Background: an optimization exercise with open tools, aiming at small area. Do not read the settings as production practice. In this exercise RTL edits were held to simulation tests only and were not proved equivalent to the original. No driver is modelled on the clock port, so clocking that relies on it looks cheaper here than on a real chip. Power figures rest on the tool's default switching activity, not on a simulated workload.

**design/flow/design.v**
```verilog
`timescale 1ns / 1ps
module multifunction_watch_top(
    input clk, reset_p,
    input [3:0] button,
    input [15:0] slide,
    output [7:0] seg,
    output [3:0] com,
    output [15:0] led,
    output buz);
    localparam [10:0] SEC_LAST = 11'b10111010011;
    localparam [4:0] CSEC_LAST = 5'b11101;
    reg [3:0] bc;
    wire bc8 = bc[3];
    wire bc1 = (bc == 4'd1);
    always @(posedge clk, posedge reset_p) begin
        if (reset_p) bc <= 0;
        else if (bc8) bc <= 0;
        else bc <= bc + 1'b1;
    end
    reg [3:0] bd, br;    
    always @(posedge clk, posedge reset_p) begin
        if (reset_p) begin
            bd <= 0;
            br <= 0;
        end
        else if (bc8) begin
            br <= button & ~bd;
            bd <= button;
        end
    end
    wire [3:0] pe = br & {4{bc1}};
    reg [1:0] mode;     
    always @(posedge clk, posedge reset_p) begin
        if (reset_p) mode <= 2'd0;
        else if (pe[3]) mode <= {mode[0], ~(mode[0] | mode[1])};
    end
    wire m_c = mode[0], m_s = mode[1], m_w = ~(mode[0] | mode[1]);
    wire [2:0] wb = pe[2:0] & {3{m_w}};
    wire [2:0] cb = pe[2:0] & {3{m_c}};
    wire [2:0] sb = pe[2:0] & {3{m_s}};
    reg set_watch;
    reg [10:0] wcnt;                 
    reg [3:0] ws1, wm1;              
    reg [2:0] ws10, wm10;            
    wire wtick = wcnt == SEC_LAST;
    wire [10:0] wcnt_n = {wcnt[9:0], ~(wcnt[10] ^ wcnt[8])};
    wire ws59 = ws10[2] & ws10[0] & ws1[3] & ws1[0];
    wire wm59 = wm10[2] & wm10[0] & wm1[3] & wm1[0];
    wire ws_inc = set_watch ? wb[1] : wtick;
    wire wm_inc = set_watch ? wb[2] : (wtick & ws59);
    always @(posedge clk, posedge reset_p) begin
        if (reset_p) begin
            set_watch <= 0;
            wcnt <= 0;
            ws1 <= 0; ws10 <= 0; wm1 <= 0; wm10 <= 0;
        end
        else begin
            if (wb[0]) set_watch <= ~set_watch;
            if (!set_watch) wcnt <= wtick ? 11'd0 : wcnt_n;
            if (ws_inc) begin
                if (ws1[3] & ws1[0]) begin
                    ws1 <= 0;
                    ws10 <= ws59 ? 3'd0 : ws10 + 1'b1;
                end
                else ws1 <= ws1 + 1'b1;
            end
            if (wm_inc) begin
                if (wm1[3] & wm1[0]) begin
                    wm1 <= 0;
                    wm10 <= wm59 ? 3'd0 : wm10 + 1'b1;
                end
                else wm1 <= wm1 + 1'b1;
            end
        end
    end
    reg dcnt, alarm;
    reg [10:0] ccnt;
    reg [4:0] cst;
    reg [3:0] cs1, cm1;
    reg [2:0] cm10;
    reg [4:0] sst;                   
    reg [3:0] ss1, sm1;              
    reg [2:0] sm10;
    wire ctick = ccnt == SEC_LAST;
    wire [10:0] ccnt_n = {ccnt[9:0], ~(ccnt[10] ^ ccnt[8])};
    wire cs_zero = (cst == 0) & (cs1 == 0);
    wire cm_zero = (cm10 == 0) & (cm1 == 0);
    wire c_zero = cs_zero & cm_zero;
    wire c_clr = slide[0] | cb[1] | cb[2];
    wire c_start = cb[0] & ~c_zero;
    wire cs_ge59 = (cst > 5) | ((cst == 5) & cs1[3] & cs1[0]);
    wire cm59 = cm10[2] & cm10[0] & cm1[3] & cm1[0];
    always @(posedge clk) begin
        if (c_start) begin
            sst <= cst; ss1 <= cs1;
            sm10 <= cm10; sm1 <= cm1;
        end
    end
    always @(posedge clk, posedge reset_p) begin
        if (reset_p) begin
            dcnt <= 0;
            alarm <= 0;
        end
        else begin
            if (c_zero & dcnt) dcnt <= 0;
            else if (c_start) dcnt <= ~dcnt;
            if (c_clr) alarm <= 0;
            else if (c_zero & dcnt) alarm <= 1;
        end
    end
    always @(posedge clk, posedge reset_p) begin
        if (reset_p) begin
            ccnt <= 0;
            cst <= 0; cs1 <= 0;
            cm10 <= 0; cm1 <= 0;
        end
        else if (dcnt) begin
            if (ctick) begin
                ccnt <= 0;
                if (cs_zero) begin
                    cst <= cm_zero ? 5'd25 : 5'd5;
                    cs1 <= cm_zero ? 4'd5 : 4'd9;
                    if (!cm_zero) begin
                        if (cm1 == 0) begin
                            cm1 <= 4'd9;
                            cm10 <= cm10 - 1'b1;
                        end
                        else cm1 <= cm1 - 1'b1;
                    end
                end
                else begin
                    if (cs1 == 0) begin
                        cs1 <= 4'd9;
                        cst <= cst - 1'b1;
                    end
                    else cs1 <= cs1 - 1'b1;
                end
            end
            else ccnt <= ccnt_n;
        end
        else if (alarm & c_clr) begin
            cst <= sst; cs1 <= ss1;
            cm10 <= sm10; cm1 <= sm1;
        end
        else begin
            if (cb[1]) begin
                if (cs_ge59) begin
                    cst <= 0; cs1 <= 0;
                end
                else if (cs1[3] & cs1[0]) begin
                    cs1 <= 0;
                    cst <= cst + 1'b1;
                end
                else cs1 <= cs1 + 1'b1;
            end
            if (cb[2]) begin
                if (cm1[3] & cm1[0]) begin
                    cm1 <= 0;
                    cm10 <= cm59 ? 3'd0 : cm10 + 1'b1;
                end
                else cm1 <= cm1 + 1'b1;
            end
        end
    end
    reg start_stop, lap;
    reg [4:0] scnt;                  
    reg [3:0] s1, c10, c1;
    reg [2:0] s10;
    reg [3:0] ls1, lc10, lc1;
    reg [2:0] ls10;
    wire stick = scnt == CSEC_LAST;
    wire [4:0] scnt_n = {scnt[3:0], ~(scnt[4] ^ scnt[2])};
    wire c99 = c10[3] & c10[0] & c1[3] & c1[0];
    wire s59 = s10[2] & s10[0] & s1[3] & s1[0];
    always @(posedge clk, posedge reset_p) begin
        if (reset_p) start_stop <= 0;
        else if (sb[0]) start_stop <= ~start_stop;
        else if (sb[2]) start_stop <= 0;
    end
    always @(posedge clk, posedge reset_p) begin
        if (reset_p) begin
            scnt <= 0;
            s1 <= 0; s10 <= 0; c10 <= 0; c1 <= 0;
        end
        else if (sb[2]) begin
            scnt <= 0;
            s1 <= 0; s10 <= 0; c10 <= 0; c1 <= 0;
        end
        else if (start_stop) begin
            if (stick) begin
                scnt <= 0;
                if (c1[3] & c1[0]) begin
                    c1 <= 0;
                    if (c99) begin
                        c10 <= 0;
                        if (s1[3] & s1[0]) begin
                            s1 <= 0;
                            s10 <= s59 ? 3'd0 : s10 + 1'b1;
                        end
                        else s1 <= s1 + 1'b1;
                    end
                    else c10 <= c10 + 1'b1;
                end
                else c1 <= c1 + 1'b1;
            end
            else scnt <= scnt_n;
        end
    end
    always @(posedge clk, posedge reset_p) begin
        if (reset_p) lap <= 0;
        else if (sb[2]) lap <= 0;
        else if (sb[1] & start_stop) lap <= ~lap;
    end
    always @(posedge clk) begin
        if (!lap) begin
            ls1 <= s1; ls10 <= s10; lc10 <= c10; lc1 <= c1;
        end
    end
    reg [6:0] fc;
    always @(posedge clk, posedge reset_p) begin
        if (reset_p) fc <= 7'd14;
        else fc <= fc + 1'b1;
    end
    assign com = ~(4'b0001 << fc[6:5]);
    wire [3:0] cs10 = (cst >= 20) ? cst - 5'd20 : (cst >= 10) ? cst - 5'd10 : cst;
    reg [3:0] dig_n;
    always @(*) begin
        case (fc[6:5])
            2'd0: dig_n = m_c ? cs1 : m_s ? lc1 : ws1;
            2'd1: dig_n = m_c ? cs10 : m_s ? lc10 : {1'b0, ws10};
            2'd2: dig_n = m_c ? cm1 : m_s ? ls1 : wm1;
            default: dig_n = {1'b0, m_c ? cm10 : m_s ? ls10 : wm10};
        endcase
    end
    reg [3:0] digit;
    always @(posedge clk, posedge reset_p) begin
        if (reset_p) digit <= 0;
        else digit <= dig_n;
    end
    wire A = digit[3], B = digit[2], C = digit[1], D = digit[0];
    wire [6:0] lit;
    assign lit[0] = A | C | (B & D) | (~B & ~D);
    assign lit[1] = ~B | (~C & ~D) | (C & D);
    assign lit[2] = B | ~C | D;
    assign lit[3] = A | (~B & ~D) | (C & ~B) | (B & ~C & D) | (C & ~D);
    assign lit[4] = (~B & ~D) | (C & ~D);
    assign lit[5] = A | (~C & ~D) | (B & ~C) | (B & ~D);
    assign lit[6] = A | (~B & C) | (B & ~C) | (C & ~D);
    wire [6:0] seg7 = ~lit;
    assign seg = {1'b1, seg7};
    assign led = {alarm, 7'd0, m_s, m_c, m_w, 3'd0, lap, start_stop};
    assign buz = alarm;
endmodule
```
**design/flow/flow/run.sh**
```bash
#!/bin/bash
# Standard ORFS layout with three changes, all in a private copy of the ORFS
# scripts: synthesis maps adders through ABC with an area-oriented ABC script,
# ports get the smallest buffer, and the clock tree is built from small
# clock buffers without dummy loads, then leaf buffers are upsized only where
# the clock slew needs it; constant outputs share one tie cell.
set -euo pipefail
here=$(pwd)
rm -rf "$here/scripts_area"
cp -r "$FLOW_HOME/scripts" "$here/scripts_area"
cp "$here/flow/abc_area.script" "$here/scripts_area/abc_speed.script"
cp "$here/flow/upsize_clk.tcl" "$here/scripts_area/upsize_clk.tcl"
sed -i 's|^log_cmd clock_tree_synthesis {\*}\$cts_args$|&\nsource $::env(SCRIPTS_DIR)/upsize_clk.tcl\nupsize_clock_buffers 0.11|' "$here/scripts_area/cts.tcl"
grep -q upsize_clock_buffers "$here/scripts_area/cts.tcl"
bash standard.sh "SCRIPTS_DIR=$here/scripts_area" "ADDER_MAP_FILE=" "SKIP_REPAIR_TIE_FANOUT=1" \
  "BUFFER_PORTS_ARGS=-buffer_cell sky130_fd_sc_hd__buf_1" \
  "CTS_ARGS=-sink_clustering_enable -repair_clock_nets -buf_list sky130_fd_sc_hd__clkbuf_2 -dont_use_dummy_load" \
  finish > "$here/make_finish.log" 2>&1
```
**design/flow/flow/abc_area.script**
```
strash
&get -n
&deepsyn -T 30
&dch -f
&nf -R 1000 -p -a
&st
&dch -f
&nf -R 1000 -p -a
&put
```
**design/flow/flow/upsize_clk.tcl**
```tcl
# Upsize clock buffers whose output slew is over a limit (placement estimate).
proc upsize_clock_buffers { limit } {
  set order {sky130_fd_sc_hd__clkbuf_1 sky130_fd_sc_hd__clkbuf_2 sky130_fd_sc_hd__clkbuf_4 sky130_fd_sc_hd__clkbuf_8 sky130_fd_sc_hd__clkbuf_16}
  for {set pass 0} {$pass < 6} {incr pass} {
    estimate_parasitics -placement
    set changed 0
    foreach inst [get_cells *] {
      set m [get_property $inst ref_name]
      set i [lsearch $order $m]
      if {$i < 0 || $i >= [llength $order] - 1} { continue }
      set worst 0
      foreach p [get_pins -of_objects [get_nets -of_objects [get_pins -of_objects $inst -filter "direction == output"]]] {
        set s [get_property $p slew_max]
        if {$s > $worst} { set worst $s }
      }
      if {$worst > $limit} {
        replace_cell $inst [lindex $order [expr {$i + 1}]]
        incr changed
      }
    }
    puts "upsize_clock_buffers: pass $pass upsized $changed"
    if {$changed == 0} { break }
  }
}
```
**design/flow/standard.sh**
```bash
#!/bin/bash
# synth_recipe.tcl (not shown) runs the flow's synth.tcl, then flattens the netlist and writes it again
# the make line also repeats each setting of config.mk as NAME=value (left out here)
make -C /OpenROAD-flow-scripts/flow DESIGN_CONFIG=/design/flow/config.mk WORK_HOME=/design/flow/orfs CLKGATE_MAP_FILE= SYNTH_SCRIPT=/design/flow/synth_recipe.tcl "${@:-finish}"
```
**design/flow/config.mk**
```make
export PLATFORM = sky130hd
export DESIGN_NAME = multifunction_watch_top
export DESIGN_NICKNAME = multifunction_watch_top
export VERILOG_FILES = /design/flow/design.v
export SDC_FILE = /design/flow/constraint.sdc
export NUM_CORES = 4
export LEC_CHECK = 0
export CAP_MARGIN = 20
export CORE_MARGIN = 2
export CORE_UTILIZATION = 65
export PLACE_DENSITY = 0.75
export SLEW_MARGIN = 20
```
**design/flow/constraint.sdc**
```tcl
create_clock -name core_clock -period 10.0 [get_ports {clk}]
set_input_delay 2.0000 -clock core_clock [delete_from_list [all_inputs] [get_ports {clk}]]
set_output_delay 2.0000 -clock core_clock [all_outputs]
set_load 0.01 [all_outputs]
```
==> metrics.md, run 1 <==
| Metric | Value |
|---|---|
| Util after Layout | 70.2% |
| Share of cells above drive strength 1 | 4.15% |
| Placed cells | 669 |
| Setup_tns | 0 ns |
| Synth Area in Adders | 0% |
| Buffers on Ports | 24 |
| Design Area, Final | 6120 µm² |
| Count of cell types in the netlist | 51 |
| Area after DPL | 5970 µm² |
| Area of the die | 9780 µm² |
| Vias in the first global route | 4147 |
| DR vias | 4181 |
| Die X | 98.9 µm |
| Hold Path Origin | bd[3]$_DFFE_PP0P_ |
| Clock latency at the later pin of the worst-skew pair | 0.36 ns |
| # hold bufs at CTS | 0 |
| Commonest cells in the synthesized netlist | dfrtp_1, nand2_1, nor2_1 |
| Post-synthesis mux area share | 1.90% |
| WHS Path Cells | 1 |
| Max VDD drop | 0.000136 V |
| Crit path largest cell delay | 0.43 ns |
| Top-area cell type share of the netlist area | 42.3% |
| Pre-CTS setup slack | 5.84 ns |
| Reg-to-Reg Start | bc[3]$_DFF_PP0_ |
| CTS buffer count | 17 |
| Post-synth EDFFs | 31 |
| CP top delay family | compound AO/OA/AOI/OAI gates |
| Hold violation count in the final report | 0 |
| Startpoint Class | primary input |
| Avg WL per Cell | 16.3 µm |
| Post-synth top flop | dfrtp_1 |
| Final total power | 1.28 mW |
| Critical path's slowest cell | o21bai_1 |
| ANT cells | 0 |
| # Max-Cap Violations | 0 |
| Worst slew pin tran | 0.891 ns |
| Largest net degree at the start of global routing | 75 |
| Die Ht | 98.9 µm |
| Worst R2R Path Depth | 14 |
| Gate count of the mapped netlist | 552 |
| Asr flop ratio synth | 76.7% |
| F_max | 0.259 GHz |
| Final WS setup | 6.14 ns |
| Post-CTS resize count | 0 |
| Fin crit share | 38.6% |
| Critical path, cell by cell | buf_1 -> a21oi_1 -> nand2_1 -> a21oi_1 -> o211ai_1 -> o21bai_1 -> nand2b_1 -> nor2_1 -> nand2_1 -> nor4_1 -> a221o_1 |
| RSZ-0062 raised after global routing | no |
| Final setup fails | 0 |
| Hold crit path type | register to register |
| Top cells by area, synth | dfrtp_1, edfxtp_1, nand2_1, a21oi_1, nor2_1 |
| Grt total ovfl | 0 |
| # DRC | 0 |
| First-pass GRT wire length | 19300 µm |
| WP data required | 10.22 ns |
| Fraction of the mapped netlist area in compound gates | 16.0% |
| Initial antenna violation count | 0 |
| Buf/Inv on CP | 1 |
| CP max FO | 6 |
| Power density over the cells | 210 nW/µm² |
| Post-Synth Simple-Gate Area | 16.1% |
| CTS Sinks | 133 |
| Vias per cell | 6.09 |
| Rel. slew slack | 40.6% |
| Post-CTS setup buffer count | 0 |
| IO Count | 51 |
| First-pass detailed-route iteration total | 6 |
| Antenna viol nets, final | 0 |
| Post-synthesis register bit count | 133 |
| CP Class | primary input to register |
| Mapped Area | 5850 µm² |
| Final Non-Filler Cells | 686 |
| Reg2Reg Setup Slack | 6.50 ns |
| Status | no timing/DRC/antenna violations |
| Fin crit period | 3.86 ns |
| Setup Skew | 0.0493 ns |
| Post-synthesis xor/xnor area fraction | 2.54% |
| Clk slew on worst S/H paths | 0.10 ns |
| Seq/Total Area, Yosys | 59.6% |
| Global-route usage over all layers | 24.7% |
| Count leader, synth | dfrtp_1 |
| Placement Rows | 34 |
| Syn. warnings | 1 |
| Syn avg cell area | 10.6 µm² |
| Largest family of logic cells by synthesized area | simple AND/OR/NAND/NOR gates |
| TritonCTS clock tree | yes |
| CP arrival | 4.08 ns |
| Worst Hold Endpoint | br[3]$_DFFE_PP0P_ |
| Core Area | 8720 µm² |
| DP HPWL | 7690 µm |
| Filler cell count | 676 |
| Layout Nets | 602 |
| Initial core utilization | 67.1% |
| Crit. End Element | register |
| DR iter-0 viols | 216 |
| Area growth, synth to finish | 4.58% |
| Final slew viol count | 0 |
| Gp weighted congestion | 0.860 |
| Worst r2r dst | cst[1]$_DFFE_PP0P_ |
| Worst hold slack | 0.463 ns |
| Drt total wl | 11200 µm |
| Leak Pwr | 2.53 nW |
| Post-synth top area cell | dfrtp_1 |
[placed cells by master, fill, tap and decap left out, drive strengths merged, types with 7 or more instances in the layout]
cell type / count
clkinv: 23
a31oi: 11
mux2: 9
clkbuf: 17
and2: 7
nand3: 10
and3: 8
dfrtp: 99
o21ai: 29
edfxtp: 31
nor2: 51
xnor2: 13
nor3: 20
nor2b: 11
nand2: 66
o22ai: 8
a22o: 9
buf: 26
a21oi: 49
nand2b: 11
[worst reg2reg max path: stages (launching register included)]
cell and delay (ns):
dfrtp_1 0.52, a21oi_1 0.26, nand2_1 0.08, nor2_1 0.31, and2_0 0.40, nand2_1 0.15
nand2_1 0.12, a21oi_1 0.14, a21o_1 0.27, o21bai_1 0.27, nand2b_1 0.26, nor2_1 0.21
nand2_1 0.10, nor4_1 0.20, a221o_1 0.16
[metal layers]
layer / global-route usage [%] / share of wire (%) / wire length (µm) / vias up
met5: 0 / 0 / 0 / -
met3: 6.31 / 4.6 / 512 / 18
met4: 9.06 / 2.0 / 221 / 0
met1: 32.4 / 45 / 4990 / 2036
met2: 40.2 / 49 / 5480 / 97
li1: - / - / - / 2030
[report_power, final]
part	internal [mW]	total (mW)	switching [mW]
clock network	0.0956	0.253	0.157
registers	0.645	0.762	0.117
logic	0.124	0.269	0.145
[sequential cells by signal, summed over array words and instances, names as in the netlist, 5 cells and up]
| register | cells |
|---|---|
| sst | 5 |
| ccnt | 11 |
| scnt | 5 |
| cst | 5 |
| wcnt | 11 |
| fc | 7 |
[how the worst max path moves through the flow]
stage                   from                 end  slack, ns  cells past startpoint
floorplan            reset_p   alarm$_DFFE_PP0P_       6.27                      1
global placement    slide[0]  cst[1]$_DFFE_PP0P_       5.86                     11
detailed placement  slide[0]  cst[1]$_DFFE_PP0P_       5.84                     11
CTS                 slide[0]  cst[1]$_DFFE_PP0P_       6.18                     11
global route        slide[0]  cst[1]$_DFFE_PP0P_       5.95                     11
finish              slide[0]  cst[1]$_DFFE_PP0P_       6.14                     11
[cell type report]
type	instances	area (µm²)	area share, %
repair buffers	26	105	1.72
clock buffers	17	150	2.45
flip-flops and latches	133	3490	57.0
well taps	108	135	2.21
multi-input cells	378	2150	35.1
inverters	24	92.6	1.51
[kinds of logic after synthesis]
kind of cell / count (synthesis)
AOI/OAI and AO/OA: 147
xor gates and xnor gates: 17
buffers and inverters: 41
DFF: 133
muxes: 10
other: 2
and+or+nand+nor: 202
==> inputs of run 2 (changes only) <==
--- a/design/flow/config.mk
+++ b/design/flow/config.mk
@@ -8,5 +8,4 @@
 export CAP_MARGIN = 20
 export CORE_MARGIN = 2
-export CORE_UTILIZATION = 65
-export PLACE_DENSITY = 0.75
+export CORE_UTILIZATION = 40
 export SLEW_MARGIN = 20
==> run 2 against run 1 <==
  * Still clean
  * Via count fell by 0.81%
  * Sequential cell count is the same
  * Register-to-register slack gained 0.03 ns
  * Total power grew 0.48%
  * Clock power rose by 2%
  * Sequential share of layout area down 0.92 points
  * Highest routed layer unchanged
  * First-iteration DRC count is 47% higher
  * Critical path type unchanged
  * Critical path depth unchanged
  * Sequential power is essentially flat
  * Cell area up 1.6%
  * Hold slack worse by 0.0025 ns
==> metrics.md, run 2 <==
| Metric | Value |
|---|---|
| Clk network pwr share | 19.9% (+0.2 points) |
| Comb pwr share | 21.0% (about the same) |
| Grt total ovfl | 0 (unchanged) |
| F_max | 0.261 GHz (+0.50%) |
| Post-synthesis xor/xnor area fraction | 2.54% (unchanged) |
| Most frequent cells in the layout | dfrtp_1, nand2_1, nor2_1 |
| Vias per cell | 5.44 (-11%) |
| Initial core utilization | 40.6% (-27 points) |
| Antenna viol nets, final | 0 (unchanged) |
| NetSw | 0.424 mW (+1.0%) |
| CP Capture Point | cst[1]$_DFFE_PP0P_ |
| Crit. End Element | register |
| Buffers on Ports | 24 (unchanged) |
| Power density over the cells | 207 nW/µm² (-1.1%) |
| CP arrival | 4.09 ns (about the same) |
| Asr flop ratio synth | 76.7% (unchanged) |
| Worst r2r dst | cst[1]$_DFFE_PP0P_ |
| Top cells by area, synth | dfrtp_1, edfxtp_1, nand2_1, a21oi_1, nor2_1 |
| Mapped Area | 5850 µm² (unchanged) |
| Fin crit period | 3.84 ns (-0.0190 ns) |
| Register area | 3490 µm² (unchanged) |
| Synth Area in Adders | 0% (unchanged) |
| Sequential share of power | 59.1% (-0.2 points) |
| Biggest regs | ccnt: 11 flops, wcnt: 11 flops, fc: 7 flops |
| Final total power | 1.29 mW (+0.48%) |
| ANT cells | 0 (unchanged) |
| Crit path largest cell delay | 0.43 ns (about the same) |
| Post-synthesis register bit count | 133 (unchanged) |
| Placed cells | 745 (+11%) |
| Switching share of total power | 32.8% (+0.18 points) |
| Commonest non-fill, non-tap cell in the layout | dfrtp_1 |
| Post-synth EDFFs | 31 (unchanged) |
| Initial antenna violation count | 0 (unchanged) |
| CTS buffer count | 17 (unchanged) |
| Syn avg cell area | 10.6 µm² (unchanged) |
| Util after Layout | 43.1% (-27 points) |
| DP HPWL | 8100 µm (+5.4%) |
| Layout Nets | 602 (unchanged) |
| Post-CTS resize count | 0 (unchanged) |
| WP data required | 10.25 ns (+0.03 ns) |
| Area after DPL | 6060 µm² (+1.6%) |
| Startpoint Class | primary input |
| Setup_tns | 0 ns (unchanged) |
| First-pass detailed-route iteration total | 6 (unchanged) |
| Clk slew on worst S/H paths | 0.10 ns (about the same) |
| CP Class | primary input to register |
| Int Pwr | 0.867 mW (+0.22%) |
| Final slew viol count | 0 (unchanged) |
| IO Count | 51 (unchanged) |
| Design Area, Final | 6220 µm² (+1.6%) |
| Setup Skew | 0.0285 ns (-0.0208 ns) |
| Drt total wl | 11700 µm (+4.7%) |
| Leak Pwr | 2.53 nW (unchanged) |
| DR vias | 4147 (-0.81%) |
| Area growth, synth to finish | 6.29% |
| Fin crit share | 38.4% (-0.19 points) |
| Worst R2R Path Depth | 13 (-1) |
| Pre-CTS setup slack | 5.82 ns (-0.0161 ns) |
| DR iter-0 viols | 317 (+47%) |
| Hold crit path type | register to register |
| Post-CTS setup buffer count | 0 (unchanged) |
| Commonest cells in the synthesized netlist | dfrtp_1, nand2_1, nor2_1 |
| Share of cells above drive strength 1 | 4.15% (unchanged) |
| TritonCTS clock tree | yes |
| Count leader, synth | dfrtp_1 |
| Vias in the first global route | 4060 (-2.1%) |
| # Max-Cap Violations | 0 (unchanged) |
| Rel. slew slack | 50.2% (+9.6 points) |
| Area of the die | 15600 µm² (+60%) |
| Critical path's slowest cell | o21bai_1 |
| Post-synth top area cell | dfrtp_1 |
| Status | no timing/DRC/antenna violations |
| Reg2Reg Setup Slack | 6.53 ns (+0.03 ns) |
| CTS Sinks | 133 (unchanged) |
| Worst slew pin tran | 0.746 ns (-0.145 ns) |
| Die X | 125 µm (+26%) |
| Max VDD drop | 0.0000830 V (-39%) |
| Global-route usage over all layers | 15.9% (-8.8 points) |
| Seq/Total Area, Yosys | 59.6% (unchanged) |
| First-pass GRT wire length | 20000 µm (+3.8%) |
| RSZ-0062 raised after global routing | no |
| Reg-to-Reg Start | bc[3]$_DFF_PP0_ |
| Gate count of the mapped netlist | 552 (unchanged) |
| Worst Setup SP | slide[0] |
| Placement Rows | 44 (+29%) |
| Clock latency at the later pin of the worst-skew pair | 0.36 ns (about the same) |
| Die Ht | 125 µm (+26%) |
| Final WS setup | 6.16 ns (+0.0190 ns) |
| Fraction of the mapped netlist area in compound gates | 16.0% (unchanged) |
| # DRC | 0 (unchanged) |
| Syn. warnings | 1 (unchanged) |
| Hold Path Origin | bd[3]$_DFFE_PP0P_ |
| Worst hold slack | 0.460 ns (-0.00247 ns) |
| Post-synth top flop | dfrtp_1 |
| Core Area | 14400 µm² (+65%) |
| Final Non-Filler Cells | 762 (+11%) |
| Post-Synth Simple-Gate Area | 16.1% (unchanged) |
| Filler cell count | 1433 (+110%) |
| Critical path, cell by cell | buf_1 -> a21oi_1 -> nand2_1 -> a21oi_1 -> o211ai_1 -> o21bai_1 -> nand2b_1 -> nor2_1 -> nand2_1 -> nor4_1 -> a221o_1 |
| Gp weighted congestion | 0.843 (-1.9%) |
| Avg WL per Cell | 15.4 µm (-5.7%) |
| Final setup fails | 0 (unchanged) |
| Area of the multi-input gates | 2150 µm² (unchanged) |
| Count of cell types in the netlist | 51 (unchanged) |
| Largest net degree at the start of global routing | 82 (+9.3%) |
| CP max FO | 6 (unchanged) |
| Post-synthesis mux area share | 1.90% (unchanged) |
| Hold violation count in the final report | 0 (unchanged) |
| Largest family of logic cells by synthesized area | simple AND/OR/NAND/NOR gates |
| Top-area cell type share of the netlist area | 42.3% (unchanged) |
| # hold bufs at CTS | 0 (unchanged) |
## run 2: worst min-delay path by stage
stage	to	slack [ns]	depth (start not counted)
finish	br[3]$_DFFE_PP0P_	0.46	1
global route	br[3]$_DFFE_PP0P_	0.48	1
CTS	br[3]$_DFFE_PP0P_	0.46	1
detailed placement	br[3]$_DFFE_PP0P_	0.45	1
global placement	cm1[0]$_DFFE_PP0P_	0.44	2
floorplan	cm1[0]$_DFFE_PP0P_	0.43	2
## run 2: cell type report
type                       instances  share of cell area (%)
sequential                       133                    56.1
tap                              184                    3.70
timing repair buffer              26                    1.75
multi-input combinational        378                    34.5
inverter                          24                    1.49
clock buffer                      17                    2.43
## run 2: critical path: cells and delay by family
| kind | cells | cell delay (ns) |
|---|---|---|
| buffers and inverters | 1 | 0.09 |
| AO/OA/AOI/OAI | 5 | 1.39 |
| AND/OR/NAND/NOR | 5 | 0.61 |
## run 2: routing by layer
metal / track usage, % / wire length (µm) / vias up
met5: 0 / 0 / -
met4: 5.16 / 91 / 0
met3: 4.41 / 451 / 7
met2: 25.6 / 5720 / 79
met1: 21.0 / 5460 / 2043
li1: - / - / 2018
## run 2: power by group through the flow
stage	clock [mW]	sequential, mW	combinational, mW
floorplan	0	0.736	0.219
global placement	0	0.768	0.261
detailed placement	0	0.772	0.272
CTS	0.270	0.762	0.272
global route	0.293	0.779	0.309
finish	0.257	0.762	0.271
## run 2: cells by family (layout without fill, tap and decap cells)
kind of cell / Yosys count / after routing
and+or+nand+nor: 202 / 202
AOI/OAI and AO/OA: 147 / 147
DFF: 133 / 133
buffers and inverters: 41 / 67
xor gates and xnor gates: 17 / 17
muxes: 10 / 10
other: 2 / 2
==> inputs of run 3 (changes only) <==
==> design/flow/run.sh (new file) <==
#!/bin/bash
# synth_recipe.tcl (not shown) runs the flow's synth.tcl, then flattens the netlist and writes it again
# the make line also repeats each setting of config.mk as NAME=value (left out here)
make -C /OpenROAD-flow-scripts/flow DESIGN_CONFIG=/design/flow/config.mk WORK_HOME=/design/flow/orfs CLKGATE_MAP_FILE= SYNTH_SCRIPT=/design/flow/synth_recipe.tcl finish
--- a/design/flow/config.mk
+++ b/design/flow/config.mk
@@ -9,3 +9,4 @@
 export CORE_MARGIN = 2
 export CORE_UTILIZATION = 40
+export CTS_BUF_LIST = sky130_fd_sc_hd__clkbuf_8
 export SLEW_MARGIN = 20
removed: design/flow/flow/run.sh
removed: design/flow/flow/abc_area.script
removed: design/flow/flow/upsize_clk.tcl
removed: design/flow/standard.sh
==> run 3 against run 2 <==
  * Die area grew 22%
  * Synthesized cell count up 26%
  * Register-to-register slack improved by 0.61 ns
  * Total power rose by 38%
  * Utilization rose by 2.3 points
  * First-iteration DRC count grew 44%
  * Sequential cell count stayed put
  * Clock-buffer cell count unchanged
  * Non-clock buffer count is the same
  * Combinational power increased by 86%
  * Critical path depth down 9
==> metrics.md, run 3 <==
| Metric | Value |
|---|---|
| Status | no timing/DRC/antenna violations |
| Reg2Reg Setup Slack | 7.14 ns (+0.61 ns) |
| Grt total ovfl | 0 (unchanged) |
| Clock latency at the later pin of the worst-skew pair | 0.45 ns (+0.09 ns) |
| Register area | 3490 µm² (unchanged) |
| Seq/Total Area, Yosys | 48.7% (-11 points) |
| First-pass GRT wire length | 25900 µm (+29%) |
| Initial core utilization | 41.1% (+0.55 points) |
| Commonest cells in the synthesized netlist | dfrtp_1, nand2_1, o21ai_0 |
| Worst r2r dst | cst[4]$_DFFE_PP0P_ |
| Most frequent cells in the layout | dfrtp_1, nand2_1, o21ai_0 |
| Crit. End Element | output port |
| Hold Path Origin | sm10[0]$_DFFE_PP_ |
| Count leader, synth | dfrtp_1 |
| Die Ht | 138 µm (+10%) |
| Pre-CTS setup slack | 6.07 ns (+0.248 ns) |
| Gp weighted congestion | 0.839 (-0.55%) |
| CP max FO | 31 (+25) |
| First-pass detailed-route iteration total | 5 (-1) |
| Worst hold slack | 0.464 ns (+0.00420 ns) |
| ANT cells | 0 (unchanged) |
| Core Area | 17400 µm² (+21%) |
| Area of the die | 19000 µm² (+22%) |
| Count of cell types in the netlist | 85 (+67%) |
| Power density over the cells | 226 nW/µm² (+8.7%) |
| IO Count | 51 (unchanged) |
| Commonest non-fill, non-tap cell in the layout | dfrtp_1 |
| DR iter-0 viols | 455 (+44%) |
| Post-synth top flop | dfrtp_1 |
| Clk network pwr share | 28.6% (+8.7 points) |
| Avg WL per Cell | 16.1 µm (+4.4%) |
| Clk slew on worst S/H paths | 0.08 ns (-0.02 ns) |
| # Max-Cap Violations | 0 (unchanged) |
| DR vias | 5121 (+23%) |
| Asr flop ratio synth | 76.7% (unchanged) |
| Setup Skew | 0.0123 ns (-0.0162 ns) |
| F_max | 0.234 GHz (-10%) |
| Startpoint Class | register |
| Placement Rows | 48 (+9.1%) |
| Final WS setup | 5.72 ns (-0.440 ns) |
| Biggest regs | ccnt: 11 flops, wcnt: 11 flops, fc: 7 flops |
| Util after Layout | 45.4% (+2.3 points) |
| CTS buffer count | 17 (unchanged) |
| Setup_tns | 0 ns (unchanged) |
| Syn avg cell area | 10.3 µm² (-2.5%) |
| Post-CTS resize count | 0 (unchanged) |
| Layout Nets | 753 (+25%) |
| Final setup fails | 0 (unchanged) |
| Vias in the first global route | 5203 (+28%) |
| Post-CTS setup buffer count | 0 (unchanged) |
| Crit path largest cell delay | 1.02 ns (+0.59 ns) |
| Die X | 138 µm (+10%) |
| Reg-to-Reg Start | mode[0]$_DFFE_PP0P_ |
| Antenna viol nets, final | 0 (unchanged) |
| Gate count of the mapped netlist | 693 (+26%) |
| H-tree Lvls | 4 |
| Area growth, synth to finish | 10.3% |
| Hold violation count in the final report | 0 (unchanged) |
| Leak Pwr | 3.38 nW (+34%) |
| Drt total wl | 15100 µm (+28%) |
| Share of cells above drive strength 1 | 9.69% (+5.5 points) |
| Switching share of total power | 34.3% (+1.4 points) |
| Top-area cell type share of the netlist area | 34.6% (-7.7 points) |
| NetSw | 0.610 mW (+44%) |
| Initial antenna violation count | 0 (unchanged) |
| Fin crit period | 4.28 ns (+0.440 ns) |
| Syn. warnings | 1 (unchanged) |
| RSZ-0062 raised after global routing | no |
| DP HPWL | 10600 µm (+30%) |
| Largest net degree at the start of global routing | 61 (-26%) |
| Vias per cell | 5.47 (+0.42%) |
| TritonCTS clock tree | yes |
| Critical path, cell by cell | nor2_1 -> clkdlybuf4s50_1 |
| Worst slew pin tran | 1.02 ns (+0.272 ns) |
| Global-route usage over all layers | 17.5% (+1.7 points) |
| Area of the multi-input gates | 3280 µm² (+53%) |
| CP arrival | 2.28 ns (-1.81 ns) |
| Filler cell count | 1637 (+14%) |
| Maximum clock insertion buffer count | 2 |
| Max VDD drop | 0.000122 V (+47%) |
| Top cells by area, synth | dfrtp_1, edfxtp_1, ha_1, nand2_1, o21ai_0 |
| Worst R2R Path Depth | 5 (-8) |
| Post-synth top area cell | dfrtp_1 |
| Buffers on Ports | 24 (unchanged) |
| CTS Sinks | 133 (unchanged) |
| Hold crit path type | register to register |
| Int Pwr | 1.17 mW (+35%) |
| Fin crit share | 42.8% (+4.4 points) |
| Sequential share of power | 43.2% (-16 points) |
| Post-synth EDFFs | 31 (unchanged) |
| Mapped Area | 7160 µm² (+22%) |
| # DRC | 0 (unchanged) |
| Clock Tree Root | clkbuf_8 |
| CP Class | register to output port |
| WHS Path Cells | 2 (+1) |
| # hold bufs at CTS | 0 (unchanged) |
| Comb pwr share | 28.2% (+7.2 points) |
| Rel. slew slack | 32.1% (-18 points) |
| Worst Hold Endpoint | cm10[0]$_DFFE_PP0P_ |
| Post-synthesis register bit count | 133 (unchanged) |
| Critical path's slowest cell | dfrtp_1 |
| Final slew viol count | 0 (unchanged) |
| WP data required | 8.00 ns (-2.25 ns) |
[run 3: logic make-up (layout without fill, tap and decap cells)]
kind of cell	count (synthesis)	in the layout	share of synthesized area [%]
simple gates	210	210	15.3
compound gates	171	171	15.9
flops	133	133	48.7
buf+inv	87	97	5.96
fa+ha+maj	32	32	5.59
mux	31	31	5.22
xor+xnor	27	27	3.30
other cells	2	11	0.105
[run 3: layer usage]
metal,GRT usage (%),wire [µm]
met3,4.64,505
met4,4.59,158
met2,29.5,7600
met1,22.4,6790
met5,0,0
[run 3: layout make-up]
class,count,area share [%]
Inverter,39,1.88
Clock inverter,15,2.68
Sequential cell,133,44.1
Clock buffer,17,2.96
Tap cell,225,3.56
Timing Repair Buffer,26,3.23
Multi-Input combinational cell,482,41.6
[run 3: stage by stage]
step | power (mW) | cells | instance area [µm²]
floorplan | 1.14 | 702 | 7190
global placement | 1.26 | 905 | 7460
detailed placement | 1.28 | 905 | 7460
CTS | 1.79 | 937 | 7900
global route | 1.90 | 937 | 7900
finish | 1.78 | 937 | 7900
[run 3: critical path, delay by kind of cell (launching register included)]
| kind | cells | cell delay, ns |
|---|---|---|
| buf+inv | 1 | 0.56 |
| flops | 1 | 1.02 |
| simple gates | 1 | 0.26 |
[run 3: worst max path at each step]
stage                        start                 end  slack, ns  cells past startpoint
2_1_floorplan              reset_p   alarm$_DFFE_PP0P_       5.33                      1
3_3_place_gp              slide[0]  cst[4]$_DFFE_PP0P_       6.10                      6
3_5_place_dp              slide[0]  cst[4]$_DFFE_PP0P_       6.07                      6
4_1_cts        mode[0]$_DFFE_PP0P_              led[5]       5.70                      2
5_1_grt        mode[0]$_DFFE_PP0P_              led[5]       5.58                      2
6_report       mode[0]$_DFFE_PP0P_              led[5]       5.72                      2
[run 3: power groups by stage]
stage | clock (mW) | combinational (mW) | sequential [mW]
final | 0.510 | 0.503 | 0.769
after floorplan | 0 | 0.438 | 0.706
after global placement | 0 | 0.486 | 0.773
after CTS | 0.520 | 0.504 | 0.768
after global routing | 0.547 | 0.561 | 0.789
after detailed placement | 0 | 0.502 | 0.778

-- re-timing with driven ports --
In the flow no input, the clock included, has a driving cell. The finished layouts below were timed again as built, in two steps.
Step 1: set_driving_cell puts a clkbuf_16 on clk and a buf_2 on each other input, an assumption about the parent block.
Step 2 moves the port delays by t, midway between the first and last clock arrival at a register: inputs arrive t later, outputs are due t later. That takes back most of the time a late clock gives input paths.
a / b / c = ideal ports / drivers / drivers and shift; a / b = the first two.
| run | shift t [ns] | setup WS [ns] | worst data-port slew with drivers (ns) |
|---|---|---|---|
| run 1 | 0.368 | 6.143 / 6.134 / 5.786 | 0.03 |
| run 2 | 0.385 | 6.162 / 6.161 / 5.790 | 0.03 |
| run 3 | 0.483 | 5.722 / 5.683 / 6.004 | 0.04 |
After both steps every run listed still meets setup and hold. The setup slack of run 2, which loses most, moves by -0.001 ns with the drivers and by -0.372 ns with both steps.
